Context: an optimization exercise on an open-source flow, tuned for small area, a short achievable clock period and few clock cycles per item. The choices shown serve that exercise and are no tape-out recipe.
In this exercise RTL edits were held to simulation tests only and were not proved equivalent to the original.

==> inputs of build 71 <==
==> flow/design.v (excerpt) <==
module ntt_top (
  input  wire        clk, rst, start,
  input  wire [15:0] din0, din1, din2, din3, din4, din5, din6, din7, din8, din9, din10, din11, din12, din13, din14, din15,
  output wire [15:0] dout0, dout1, dout2, dout3, dout4, dout5, dout6, dout7, dout8, dout9, dout10, dout11, dout12, dout13, dout14, dout15,
  output wire        done
);
export LEC_CHECK = 0
export CAP_MARGIN = 20
export CORE_MARGIN = 2
export CORE_UTILIZATION = 30
export SETUP_SLACK_MARGIN = 2.0
export SLEW_MARGIN = 20
export SYNTH_HIERARCHICAL = 1
export SYNTH_MINIMUM_KEEP_SIZE = 0
create_clock -name core_clock -period 22.0 [get_ports {clk}]
standard.sh (not shown) runs the stock make flow with config.mk's settings and CLKGATE_MAP_FILE= SYNTH_SCRIPT=/design/flow/synth_recipe.tcl, a recipe that flattens the netlist after the stock synthesis.
==> flow/flow/run.sh <==
#!/bin/bash
# The standard layout (standard.sh: the standard flow's synthesis and ORFS flow), with two
# placement options changed:
#  - port buffers are sky130_fd_sc_hd__buf_1 instead of the default pick;
#  - the constant-0 outputs share tie cells instead of one tie cell per port.
set -euo pipefail
bash standard.sh \
  "BUFFER_PORTS_ARGS=-buffer_cell sky130_fd_sc_hd__buf_1" \
  SKIP_REPAIR_TIE_FANOUT=1 \
  finish > standard_flow.log 2>&1
==> trial 14: changes against build 71 <==
- CTS_BUF_LIST: not set -> sky130_fd_sc_hd__clkbuf_8
==> notes <==
Trial 14 passed the timing, design-rule and antenna checks. Build 71 finished clean. Critical path depth: build 71 is lower than trial 14 (4). In synthesized cell count, build 71 and trial 14 do not differ. Clock skew is the same in trial 14 and build 71. Fmax is about the same in trial 14 and build 71. Setup slack: build 71 is worse than trial 14 (0.0099 ns). Against build 71, the sequential share of layout area of trial 14 is higher by 0.088 points.
==> figures <==
Run status: trial 14 finished clean; build 71 finished clean
Vias per Instance: trial 14 4.11; build 71 4.11
Register clock-pin slew on the reported worst setup and hold paths: trial 14 0.09 ns; build 71 0.07 ns
Register fraction of the total cell area: trial 14 11.8%; build 71 11.7%
Portion of the clock cycle consumed by the worst path in the final layout: trial 14 81.5%; build 71 81.5%
Met2 Usage GRT: trial 14 25.9%; build 71 26.0%
Smallest setup slack after layout: trial 14 4.07 ns; build 71 4.06 ns
Global-route wire length before repair: trial 14 50.8 mm; build 71 50.8 mm
Initial detailed-routing violation count: trial 14 357; build 71 380
Cell at the root of the clock tree: trial 14 sky130_fd_sc_hd__clkbuf_8; build 71 sky130_fd_sc_hd__clkbuf_16
Worst hold slack: trial 14 0.444 ns; build 71 0.439 ns
Routed wire per std cell: trial 14 16.3 um; build 71 16.3 um
Transition time at the pin with the least slew margin: trial 14 0.531 ns; build 71 0.537 ns
Testbench counts of build 71, summed over its fixed seeds: cycles 2,400, items 2,400.
Testbench counts of trial 14, summed over its fixed seeds: cycles 2,400, items 2,400.


==> inputs of v11 <==
Another version of the RTL of ntt_top (not shown whole).
==> flow/config.mk <==
export PLATFORM = sky130hd
export DESIGN_NAME = ntt_top
export DESIGN_NICKNAME = ntt_top
export VERILOG_FILES = /design/flow/design.v
export SDC_FILE = /design/flow/constraint.sdc
export NUM_CORES = 8
export LEC_CHECK = 0
export CAP_MARGIN = 20
export CORE_MARGIN = 2
export CORE_UTILIZATION = 30
export CTS_BUF_LIST = sky130_fd_sc_hd__clkbuf_8
export SETUP_SLACK_MARGIN = 2.0
export SLEW_MARGIN = 20
export SYNTH_HIERARCHICAL = 1
export SYNTH_MINIMUM_KEEP_SIZE = 0
==> flow/constraint.sdc <==
create_clock -name core_clock -period 22.0 [get_ports {clk}]
set_input_delay 4.4000 -clock core_clock [delete_from_list [all_inputs] [get_ports {clk}]]
set_output_delay 4.4000 -clock core_clock [all_outputs]
set_load 0.01 [all_outputs]
Scripts as last shown in full above: flow/flow/run.sh
==> inputs of v29, as changes to v11 <==
Settings changed: SETUP_SLACK_MARGIN 2.0 to 5.0.
==> inputs of v34, as changes to v11 <==
Settings changed: SETUP_SLACK_MARGIN 2.0 to 4.6.
==> qor.yml <==
final_layout:
  finalNetCount: 1890
  fillers: 4517
  multi_input_area_sq_mm: 0.00899
  stdcell_area_sq_mm: 0.0132
  areaGrowthSynthToFinish_pct: 1.73
route:
  drtPass1Iterations: 5
outcome:
  status: "finished clean"
setup_path:
  critPathMostFrequentCell: "fa_1"
  path_max_fanout: 5
global_routing:
  use_met1: 0.182
  grt_pass1_wl_mm: 48.0
  grt.total_usage: 0.145
sta:
  min_period_over_period: 0.798
  worst_pin_slew_ps: 807
  relSlewSlack: 0.462
Source of the figures above: v11

==> qor.yml <==
sta:
  relSlewSlack: 0.430
  worst_pin_slew_ps: 855
final_layout:
  multi_input_area_sq_mm: 0.00934
  fillers: 4474
  finalNetCount: 1920
  sh_seq_area: 0.116
  areaGrowthSynthToFinish_pct: 6.43
outcome:
  status: "finished clean"
setup_path:
  path_max_fanout: 4
global_routing:
  grt_pass1_wl_mm: 48.7
  use_met1: 0.185
  grt.total_usage: 0.147
Source of the figures above: v29

==> qor.yml <==
outcome:
  status: "finished clean"
final_layout:
  fillers: 4497
  finalNetCount: 1901
  nonClockBufferCount: 176
  stdcell_area_sq_mm: 0.0135
  multi_input_gates: 705
sta:
  slew_viol_final: 0
  relSlewSlack: 0.433
  worst_pin_slew_ps: 851
  min_period_over_period: 0.780
route:
  drtPass1Iterations: 4
global_routing:
  grt_antenna_before_repair: 3
  grt.total_usage: 0.145
setup_path:
  path_max_fanout: 4
Source of the figures above: v34

Testbench counts of v11, summed over its fixed seeds: cycles 2,400, items 2,400.
Testbench counts of v29, summed over its fixed seeds: cycles 2,400, items 2,400.
Testbench counts of v34, summed over its fixed seeds: cycles 2,400, items 2,400.

## port drivers added, routing unchanged
The results above use ideal ports. As a check the final layouts listed here were re-extracted and re-timed, cells and wires unchanged. Step 1: set_driving_cell puts a clkbuf_16 on clk and a buf_2 on each other input, an assumption about the parent block. Step 2, shift: input delay + t, output delay - t, t = (earliest + latest rising clock arrival at the registers) / 2. This alone moves slack from input paths to output paths. a / b / c = ideal ports / drivers / drivers and shift; a / b = the first two.
| run | t (ns) | setup WS [ns] | worst data-port slew with drivers (ns) |
|---|---|---|---|
| build 71 | 0.404 | 4.064 / 4.041 / 4.041 | 0.09 |
| trial 14 | 0.431 | 4.074 / 4.052 / 4.052 | 0.09 |
| v11 | 0.452 | 4.437 / 4.414 / 4.414 | 0.12 |
| v29 | 0.450 | 5.173 / 5.145 / 5.145 | 0.12 |
| v34 | 0.451 | 4.847 / 4.827 / 4.827 | 0.10 |
After both steps setup and hold are still met in every run listed. For v29, which loses most, drivers alone change the setup slack by -0.028 ns; drivers and shift together by -0.028 ns.
